What follows belongs to an exercise in optimizing a design on an open flow for small area; a production flow would make more cautious choices.
Function was checked by simulation only, so behaviour that the tests miss may differ from the original.

==> job 6980 <==
Design pe_unit, start of the top module:
module pe_unit (
    input   logic           clk,
    input   logic           rst,
    input   logic           valid_i,
    input   logic [3:0]     ctrl_i,
    input   logic           mode_i,
    input   poly_arith_pkg::coeff_t         op_a0_i,
    input   poly_arith_pkg::coeff_t         op_a1_i,
    input   poly_arith_pkg::coeff_t         op_a2_i,
    input   poly_arith_pkg::coeff_t         op_a3_i,
    input   poly_arith_pkg::coeff_t         op_b0_i,
    input   poly_arith_pkg::coeff_t         op_b1_i,
    input   poly_arith_pkg::coeff_t         op_b2_i,
    input   poly_arith_pkg::coeff_t         op_b3_i,
    output  poly_arith_pkg::coeff_t         z0_o,
    output  poly_arith_pkg::coeff_t         z1_o,
    output  poly_arith_pkg::coeff_t         z2_o,
    output  poly_arith_pkg::coeff_t         z3_o,
    output  logic           valid_o
);
==> flow/config.mk <==
export PLATFORM = sky130hd
export DESIGN_NAME = pe_unit
export DESIGN_NICKNAME = pe_unit
export VERILOG_FILES = /design/flow/design.v
export SDC_FILE = /design/flow/constraint.sdc
export NUM_CORES = 4
export LEC_CHECK = 0
export ABC_AREA = 1
export CAP_MARGIN = 20
export CORE_MARGIN = 2
export CORE_UTILIZATION = 60
export CTS_BUF_LIST = sky130_fd_sc_hd__clkbuf_4
export PLACE_DENSITY = 0.75
export SLEW_MARGIN = 20
==> flow/constraint.sdc <==
create_clock -name core_clock -period 9.5 [get_ports {clk}]
set_input_delay 1.9000 -clock core_clock [delete_from_list [all_inputs] [get_ports {clk}]]
set_output_delay 1.9000 -clock core_clock [all_outputs]
set_load 0.01 [all_outputs]
standard.sh (not shown) runs the stock make flow with config.mk's settings and CLKGATE_MAP_FILE= SYNTH_SCRIPT=/design/flow/synth_recipe.tcl, a recipe that flattens the netlist after the stock synthesis.
==> flow/flow/run.sh <==
#!/bin/bash
set -euo pipefail
R=orfs/results/${FLOW_PLATFORM}/pe_unit/base
bash standard.sh synth > synth.log 2>&1
cp "$R/1_2_yosys.v" "$R/1_2_yosys.orig.v"
python3 flow/fixinv.py "$R/1_2_yosys.orig.v" "$R/1_2_yosys.v" > fixinv.log 2>&1
rm -f "$R/1_synth.odb" "$R/1_synth.sdc"
bash standard.sh finish "BUFFER_PORTS_ARGS=-buffer_cell sky130_fd_sc_hd__buf_1" \
  "CTS_ARGS=-sink_clustering_enable -repair_clock_nets -buf_list {sky130_fd_sc_hd__clkbuf_4} -dont_use_dummy_load" \
  > finish.log 2>&1
Other scripts of this flow, unchanged in this note and not shown: flow/flow/fixinv.py
==> job 6098: changes against job 6980 <==
--- a/flow/design.v
+++ b/flow/design.v
@@ -49,22 +49,10 @@
     end
     logic sel;
     assign sel = is_sub_i ? t[12] : ~u[12];
     assign result_o = sel ? u[11:0] : t[11:0];
 endmodule
-module mod_uni_add_sub (
-    input  logic [11:0] op1_i,
-    input  logic [11:0] op2_i,
-    input  logic        is_sub_i,
-    output logic [11:0] result_o
-);
-    logic [12:0] op2, sum, red;
-    assign op2 = is_sub_i ? (13'd3329 - 13'(op2_i)) : 13'(op2_i);
-    assign sum = 13'(op1_i) + op2;
-    assign red = sum - 13'd3329;
-    assign result_o = red[12] ? sum[11:0] : red[11:0];
-endmodule
 module mod_div_by_2 (
     input  logic [11:0] op_i,
     output logic [11:0] op_o
 );
     localparam logic [11:0] H = 12'd1665;
@@ -663,12 +651,12 @@
     assign as_b[6]   = r[3];
     assign as_sub[6] = 1'b0;
     assign as_a[7]   = r_intt ? r[3] : d6[2];
     assign as_b[7]   = r_intt ? d3[1] : r[3];
     assign as_sub[7] = 1'b1;
-    for (genvar k = 0; k < 4; k++) begin : g_as_fast
-        mod_uni_add_sub u_as (.op1_i(as_a[k]), .op2_i(as_b[k]), .is_sub_i(as_sub[k]), .result_o(as_r[k]));
+    for (genvar k = 0; k < 4; k++) begin : g_as_lo
+        mod_add_sub_rc u_as (.op1_i(as_a[k]), .op2_i(as_b[k]), .is_sub_i(as_sub[k]), .result_o(as_r[k]));
     end
     for (genvar k = 4; k < 8; k++) begin : g_as_rc
         mod_add_sub_rc u_as (.op1_i(as_a[k]), .op2_i(as_b[k]), .is_sub_i(as_sub[k]), .result_o(as_r[k]));
     end
     logic [11:0] h_in, h_q, h_z0, h_z2;
==> flow/config.mk (replaced) <==
export PLATFORM = sky130hd
export DESIGN_NAME = pe_unit
export DESIGN_NICKNAME = pe_unit
export VERILOG_FILES = /design/flow/design.v
export SDC_FILE = /design/flow/constraint.sdc
export NUM_CORES = 4
export LEC_CHECK = 0
export CAP_MARGIN = 20
export CORE_MARGIN = 2
export CORE_UTILIZATION = 60
export CTS_BUF_LIST = sky130_fd_sc_hd__clkbuf_4
export PLACE_DENSITY = 0.75
export SLEW_MARGIN = 20
==> job 5795: changes against job 6980 <==
--- a/flow/design.v
+++ b/flow/design.v
@@ -65,35 +65,22 @@
 endmodule
 module mod_div_by_2 (
     input  logic [11:0] op_i,
     output logic [11:0] op_o
 );
-    localparam logic [11:0] H = 12'd1665;
-    logic [11:0] x, k;
-    logic [12:0] c;
-    assign x = {1'b0, op_i[11:1]};
-    assign k = H & {12{op_i[0]}};
-    assign c[0] = 1'b0;
-    for (genvar i = 0; i < 12; i++) begin : g_r
-        assign op_o[i] = x[i] ^ k[i] ^ c[i];
-        assign c[i+1] = (x[i] & k[i]) | (c[i] & (x[i] ^ k[i]));
-    end
+    assign op_o = {1'b0, op_i[11:1]} + (op_i[0] ? 12'd1665 : 12'd0);
 endmodule
 module mm_mul (
     input  logic [11:0] a_i,
     input  logic [11:0] b_i,
-    output logic [12:0] x_o,
-    output logic [12:0] y_o
+    output logic [23:0] p_o
 );
-    logic [23:0] p;
-    mul12 u_mul (.a(a_i), .b(b_i), .p(p));
-    mm_red_a u_red_a (.p_i(p), .x_o(x_o), .y_o(y_o));
+    mul12 u_mul (.a(a_i), .b(b_i), .p(p_o));
 endmodule
-module mm_red_a (
+module mm_red (
     input  logic [23:0] p_i,
-    output logic [12:0] x_o,
-    output logic [12:0] y_o
+    output logic [11:0] r_o
 );
     logic [3:0] l1_s;
     logic [11:0] l1;
     assign l1_s = p_i[15:12];
     assign l1[0] = (l1_s == 4'd1) | (l1_s == 4'd3) | (l1_s == 4'd6) | (l1_s == 4'd8) | (l1_s == 4'd9) | (l1_s == 4'd11) | (l1_s == 4'd13) | (l1_s == 4'd14);
@@ -139,24 +126,17 @@
     assign l3[10] = (l3_s == 4'd1) | (l3_s == 4'd2) | (l3_s == 4'd3) | (l3_s == 4'd4);
     assign l3[11] = (l3_s == 4'd1) | (l3_s == 4'd2) | (l3_s == 4'd3) | (l3_s == 4'd4) | (l3_s == 4'd5) | (l3_s == 4'd6) | (l3_s == 4'd7) | (l3_s == 4'd8) | (l3_s == 4'd9) | (l3_s == 4'd10);
     logic [11:0] x1, y1;
     assign x1 = l1 ^ l2 ^ l3;
     assign y1 = (l1 & l2) | (l1 & l3) | (l2 & l3);
-    logic [12:0] e0, e1, e2;
-    assign e0 = {1'b0, x1};
+    logic [12:0] x2, y2, e1, e2;
     assign e1 = {y1, 1'b0};
     assign e2 = {1'b0, p_i[11:0]};
-    assign x_o = e0 ^ e1 ^ e2;
-    assign y_o = (e0 & e1) | (e0 & e2) | (e1 & e2);
-endmodule
-module mm_red_b (
-    input  logic [12:0] x_i,
-    input  logic [12:0] y_i,
-    output logic [11:0] r_o
-);
+    assign x2 = {1'b0, x1} ^ e1 ^ e2;
+    assign y2 = ({1'b0, x1} & e1) | ({1'b0, x1} & e2) | (e1 & e2);
     logic [13:0] s;
-    assign s = 14'(x_i) + {y_i, 1'b0};
+    assign s = 14'(x2) + {y2, 1'b0};
     logic [12:0] k0, k1, f0, f1;
     always_comb begin
         case (s[13:12])
             2'd0: begin k0 = 13'd0; k1 = 13'd4863; end
             2'd1: begin k0 = 13'd767; k1 = 13'd5630; end
@@ -620,40 +600,40 @@
     logic [4:0][11:0] d4;
     logic [2:0][11:0] d5;
     logic [2:0][11:0] d6;
     logic [3:0][11:0] d7;
     logic [3:0][11:0] z;
-    logic [3:0][12:0] px, py;  
+    logic [3:0][23:0] p;      
     logic [3:0][11:0] r;      
     logic [3:0][11:0] ma, mb;
-    logic [3:0][12:0] mx, my;
+    logic [3:0][23:0] mp;
     logic [3:0][11:0] mr;
     assign ma[0] = r_intt4 ? d2[1] : b1[2];
     assign mb[0] = r_intt4 ? d2[3] : b1[4];
     assign ma[1] = r_intt4 ? d4[1] : b1[1];
     assign mb[1] = r_intt4 ? d4[3] : b1[5];
     assign ma[2] = r_intt4 ? d4[2] : b1[3];
     assign mb[2] = r_intt4 ? d4[4] : b1[6];
-    assign ma[3] = ({12{r_ntt | r_cwm}} & d4[3]) | ({12{r_comp}} & b1[0]) | ({12{r_intt}} & b1[2]);
+    assign ma[3] = (r_ntt | r_cwm) ? d4[3] : r_comp ? b1[0] : b1[2];
     assign mb[3] = (r_ntt | r_cwm) ? d4[4] : b1[7];
     for (genvar k = 0; k < 4; k++) begin : g_mm
-        mm_mul  u_mul (.a_i(ma[k]), .b_i(mb[k]), .x_o(mx[k]), .y_o(my[k]));
-        mm_red_b u_red (.x_i(px[k]), .y_i(py[k]), .r_o(mr[k]));
+        mm_mul u_mul (.a_i(ma[k]), .b_i(mb[k]), .p_o(mp[k]));
+        mm_red u_red (.p_i(p[k]), .r_o(mr[k]));
     end
     logic [7:0][11:0] as_a, as_b, as_r;
     logic [7:0]       as_sub;
     assign as_a[0]   = m_ntt ? d3[0] : op_a0_i;
-    assign as_b[0]   = ({12{m_ntt}} & r[0]) | ({12{m_as}} & op_b0_i) | ({12{m_intt | m_cwm}} & op_a1_i);
+    assign as_b[0]   = m_ntt ? r[0] : m_as ? op_b0_i : op_a1_i;
     assign as_sub[0] = m_as & mode_i;
-    assign as_a[1]   = ({12{m_ntt}} & d3[0]) | ({12{m_as}} & op_a1_i) | ({12{m_intt | m_cwm}} & op_a0_i);
-    assign as_b[1]   = ({12{m_ntt}} & r[0]) | ({12{m_as}} & op_b1_i) | ({12{m_intt | m_cwm}} & op_a1_i);
+    assign as_a[1]   = m_ntt ? d3[0] : m_as ? op_a1_i : op_a0_i;
+    assign as_b[1]   = m_ntt ? r[0] : m_as ? op_b1_i : op_a1_i;
     assign as_sub[1] = m_as ? mode_i : ~m_cwm;
     assign as_a[2]   = (m_ntt | m_cwm) ? r[1] : op_a2_i;
-    assign as_b[2]   = ({12{m_ntt | m_cwm}} & r[2]) | ({12{m_as}} & op_b2_i) | ({12{m_intt}} & op_a3_i);
+    assign as_b[2]   = (m_ntt | m_cwm) ? r[2] : m_as ? op_b2_i : op_a3_i;
     assign as_sub[2] = m_as & mode_i;
-    assign as_a[3]   = ({12{m_ntt}} & r[1]) | ({12{m_as}} & op_a3_i) | ({12{m_intt | m_cwm}} & op_a2_i);
-    assign as_b[3]   = ({12{m_ntt}} & r[2]) | ({12{m_as}} & op_b3_i) | ({12{m_intt | m_cwm}} & op_a3_i);
+    assign as_a[3]   = m_ntt ? r[1] : m_as ? op_a3_i : op_a2_i;
+    assign as_b[3]   = m_ntt ? r[2] : m_as ? op_b3_i : op_a3_i;
     assign as_sub[3] = m_as ? mode_i : ~m_cwm;
     assign as_a[4]   = r_intt ? b1[0] : d4[0];
     assign as_b[4]   = r_intt ? b1[1] : d4[2];
     assign as_sub[4] = 1'b0;
     assign as_a[5]   = as_a[4];
@@ -676,19 +656,18 @@
     assign h_in = r_intt4 ? h_q : d2[0];
     mod_div_by_2 u_div_z0 (.op_i(h_in), .op_o(h_z0));
     mod_div_by_2 u_div_z2 (.op_i(r[0]), .op_o(h_z2));
     always_ff @(posedge clk) begin
         b1[0] <= m_intt ? as_r[0] : op_a0_i;
-        b1[1] <= ({12{m_intt}} & as_r[2]) | ({12{m_cwm}} & op_a0_i) | ({12{m_ntt | m_comp}} & op_a1_i);
+        b1[1] <= m_intt ? as_r[2] : m_cwm ? op_a0_i : op_a1_i;
         b1[2] <= (m_intt | m_cwm) ? as_r[1] : op_a2_i;
-        b1[3] <= ({12{m_intt}} & as_r[3]) | ({12{m_cwm}} & op_a1_i) | ({12{m_ntt | m_comp}} & op_a3_i);
-        b1[4] <= ({12{m_cwm}} & as_r[3]) | ({12{m_comp}} & op_b2_i) | ({12{m_ntt | m_intt}} & op_b0_i);
+        b1[3] <= m_intt ? as_r[3] : m_cwm ? op_a1_i : op_a3_i;
+        b1[4] <= m_cwm ? as_r[3] : m_comp ? op_b2_i : op_b0_i;
         b1[5] <= m_cwm ? op_a2_i : op_b1_i;
-        b1[6] <= ({12{m_cwm}} & op_a3_i) | ({12{m_comp}} & op_b3_i) | ({12{m_ntt | m_intt}} & op_b2_i);
+        b1[6] <= m_cwm ? op_a3_i : m_comp ? op_b3_i : op_b2_i;
         b1[7] <= (m_comp | m_cwm) ? op_b0_i : op_b3_i;
-        px <= mx;
-        py <= my;
+        p <= mp;
         r <= mr;
         d2[0] <= r_intt4 ? as_r[4] : b1[0];
         d2[1] <= r_intt4 ? as_r[5] : b1[7];
         d2[2] <= b1[3];
         d2[3] <= b1[4];
@@ -696,30 +675,35 @@
         d2[5] <= b1[6];
         d3[0] <= r_intt ? h_z0 : d2[0];
         d3[1] <= r_intt4 ? d2[2] : d2[1];
         d3[2] <= d2[4];
         d3[3] <= d2[5];
-        d4[0] <= ({12{r_ntt}} & as_r[0]) | ({12{r_cwm}} & r[0]) | ({12{r_intt}} & d3[0]);
-        d4[1] <= ({12{r_ntt}} & as_r[1]) | ({12{r_cwm}} & r[1]) | ({12{r_intt}} & as_r[6]);
+        d4[0] <= r_ntt ? as_r[0] : r_cwm ? r[0] : d3[0];
+        d4[1] <= r_ntt ? as_r[1] : r_cwm ? r[1] : as_r[6];
         d4[2] <= r_intt ? as_r[7] : as_r[2];
-        d4[3] <= ({12{r_ntt}} & as_r[3]) | ({12{r_cwm}} & r[2]) | ({12{r_intt}} & d3[2]);
+        d4[3] <= r_ntt ? as_r[3] : r_cwm ? r[2] : d3[2];
         d4[4] <= r_intt ? d3[3] : d3[1];
         d5[0] <= r_intt ? d4[0] : as_r[4];
         d5[1] <= r_intt ? h_z2 : as_r[5];
         d5[2] <= d4[1];
         d6 <= d5;
         d7[0] <= d6[0];
-        d7[1] <= ({12{r_intt}} & r[1]) | ({12{r_cwm}} & as_r[6]) | ({12{r_ntt}} & d6[1]);
+        d7[1] <= r_intt ? r[1] : r_cwm ? as_r[6] : d6[1];
         d7[2] <= r_ntt ? as_r[6] : d6[1];
         d7[3] <= r_intt ? r[2] : as_r[7];
-        if (m_as | (r_ntt & r_lat4)) begin
+        if (m_as) begin
             z <= as_r[3:0];
+        end else if (r_comp) begin
+            z[0] <= mr[3]; z[1] <= mr[1]; z[2] <= mr[0]; z[3] <= mr[2];
+        end else if (r_lat4) begin
+            if (r_ntt) begin
+                z <= as_r[3:0];
+            end else begin
+                z[0] <= d3[0]; z[1] <= r[0]; z[2] <= r[1]; z[3] <= r[2];
+            end
         end else begin
-            z[0] <= ({12{r_comp}} & mr[3]) | ({12{r_intt & r_lat4}} & d3[0]) | ({12{~r_comp & ~r_lat4}} & d7[0]);
-            z[1] <= ({12{r_comp}} & mr[1]) | ({12{r_intt & r_lat4}} & r[0]) | ({12{~r_comp & ~r_lat4}} & d7[1]);
-            z[2] <= ({12{r_comp}} & mr[0]) | ({12{r_intt & r_lat4}} & r[1]) | ({12{~r_comp & ~r_lat4}} & d7[2]);
-            z[3] <= ({12{r_comp}} & mr[2]) | ({12{r_intt & r_lat4}} & r[2]) | ({12{~r_comp & ~r_lat4}} & d7[3]);
+            z <= d7;
         end
     end
     assign z0_o = z[0];
     assign z1_o = z[1];
     assign z2_o = z[2];
==> flow/flow/run.sh (replaced) <==
#!/bin/bash
# Standard layout, with one netlist clean-up between synthesis and floorplan:
# flow/fixinv.py removes the inverters that synthesis leaves between full-adder
# cells (a full adder is self-dual, so a cell can take complemented inputs and
# give complemented outputs). Registers, ports and all other cells are kept.
# The port buffers that placement inserts are buf_1 cells (the standard flow
# picks a larger cell for them); each port still gets its own buffer.
set -euo pipefail
R=orfs/results/${FLOW_PLATFORM}/pe_unit/base
bash standard.sh synth > synth.log 2>&1
cp "$R/1_2_yosys.v" "$R/1_2_yosys.orig.v"
python3 flow/fixinv.py "$R/1_2_yosys.orig.v" "$R/1_2_yosys.v" > fixinv.log 2>&1
rm -f "$R/1_synth.odb" "$R/1_synth.sdc"
bash standard.sh finish "BUFFER_PORTS_ARGS=-buffer_cell sky130_fd_sc_hd__buf_1" > finish.log 2>&1
==> flow/config.mk (replaced) <==
export PLATFORM = sky130hd
export DESIGN_NAME = pe_unit
export DESIGN_NICKNAME = pe_unit
export VERILOG_FILES = /design/flow/design.v
export SDC_FILE = /design/flow/constraint.sdc
export NUM_CORES = 4
export LEC_CHECK = 0
export CAP_MARGIN = 20
export CORE_MARGIN = 2
export CORE_UTILIZATION = 45
export CTS_BUF_LIST = sky130_fd_sc_hd__clkbuf_4 sky130_fd_sc_hd__clkbuf_8
export PLACE_DENSITY = 0.65
export SLEW_MARGIN = 20
==> qor summary <==
item                                                                     job 6980        job 6098        job 5795
Status                                                             finished clean  finished clean  finished clean
Relative slew slack                                                         10.0%           14.7%           24.0%
Met2 layer usage reported by global route                                   61.3%           61.9%           46.9%
Reg2Reg Setup Slack                                                       0.90 ns         0.77 ns         0.35 ns
Total Die Area                                                         0.0927 mm2      0.0885 mm2       0.120 mm2
Highest fanout seen on the critical path                                       54              27              12
Multi-input logic portion of the cell area                                  65.2%           66.1%           65.1%
Buf+Inv Stages, Crit Path                                                       1               4               8
NonClk Buf Share                                                            2.28%           4.02%           4.71%
Sequential share of cell area                                               21.2%           21.9%           20.4%
Number of antenna violations at the first check in global routing              20              14              16
Taps Inserted                                                                1176            1144            1524
Count of vias placed by the detailed router                                 49170           41966           44301
Via/cell ratio                                                               5.83            6.19            5.85
Peak per-stage delay on the critical path                                 0.69 ns         0.81 ns         0.56 ns
Count of plain and timing-repair buffers in the layout                        248             369             442

[static timing again, ports no longer ideal]
The flow's constraints put no driver on any port. The routed layouts listed below were extracted and timed again, unchanged, in two steps.
Step 1 (the two cells are an assumption about what drives the block):
set clk [get_ports {clk}]
set_driving_cell -lib_cell sky130_fd_sc_hd__clkbuf_16 $clk
set_driving_cell -lib_cell sky130_fd_sc_hd__buf_2 [delete_from_list [all_inputs] $clk]
Step 2 adds t to the input delays and takes it off the output delays; t is the mean of the earliest and latest rising clock arrival at the registers after step 1. Input paths then give back, and output paths get back, about the clock's delay inside the block.
Three values: no drivers, after step 1, after step 2; two values: the first two.
run	t (ns)	setup WS [ns]	worst setup path after step 2	pins driven straight from the clock port
job 6980	1.081	0.901 / 0.901 / 0.901	register to register	1
job 6098	1.103	0.769 / 0.769 / -0.150	input to register	1
job 5795	0.865	0.348 / 0.348 / 0.348	register to register	1
With both steps, setup timing fails in job 6098, where it was met with ideal ports. The setup slack of job 6098, which loses most, moves by 0.000 ns with the drivers and by -0.919 ns with both steps.
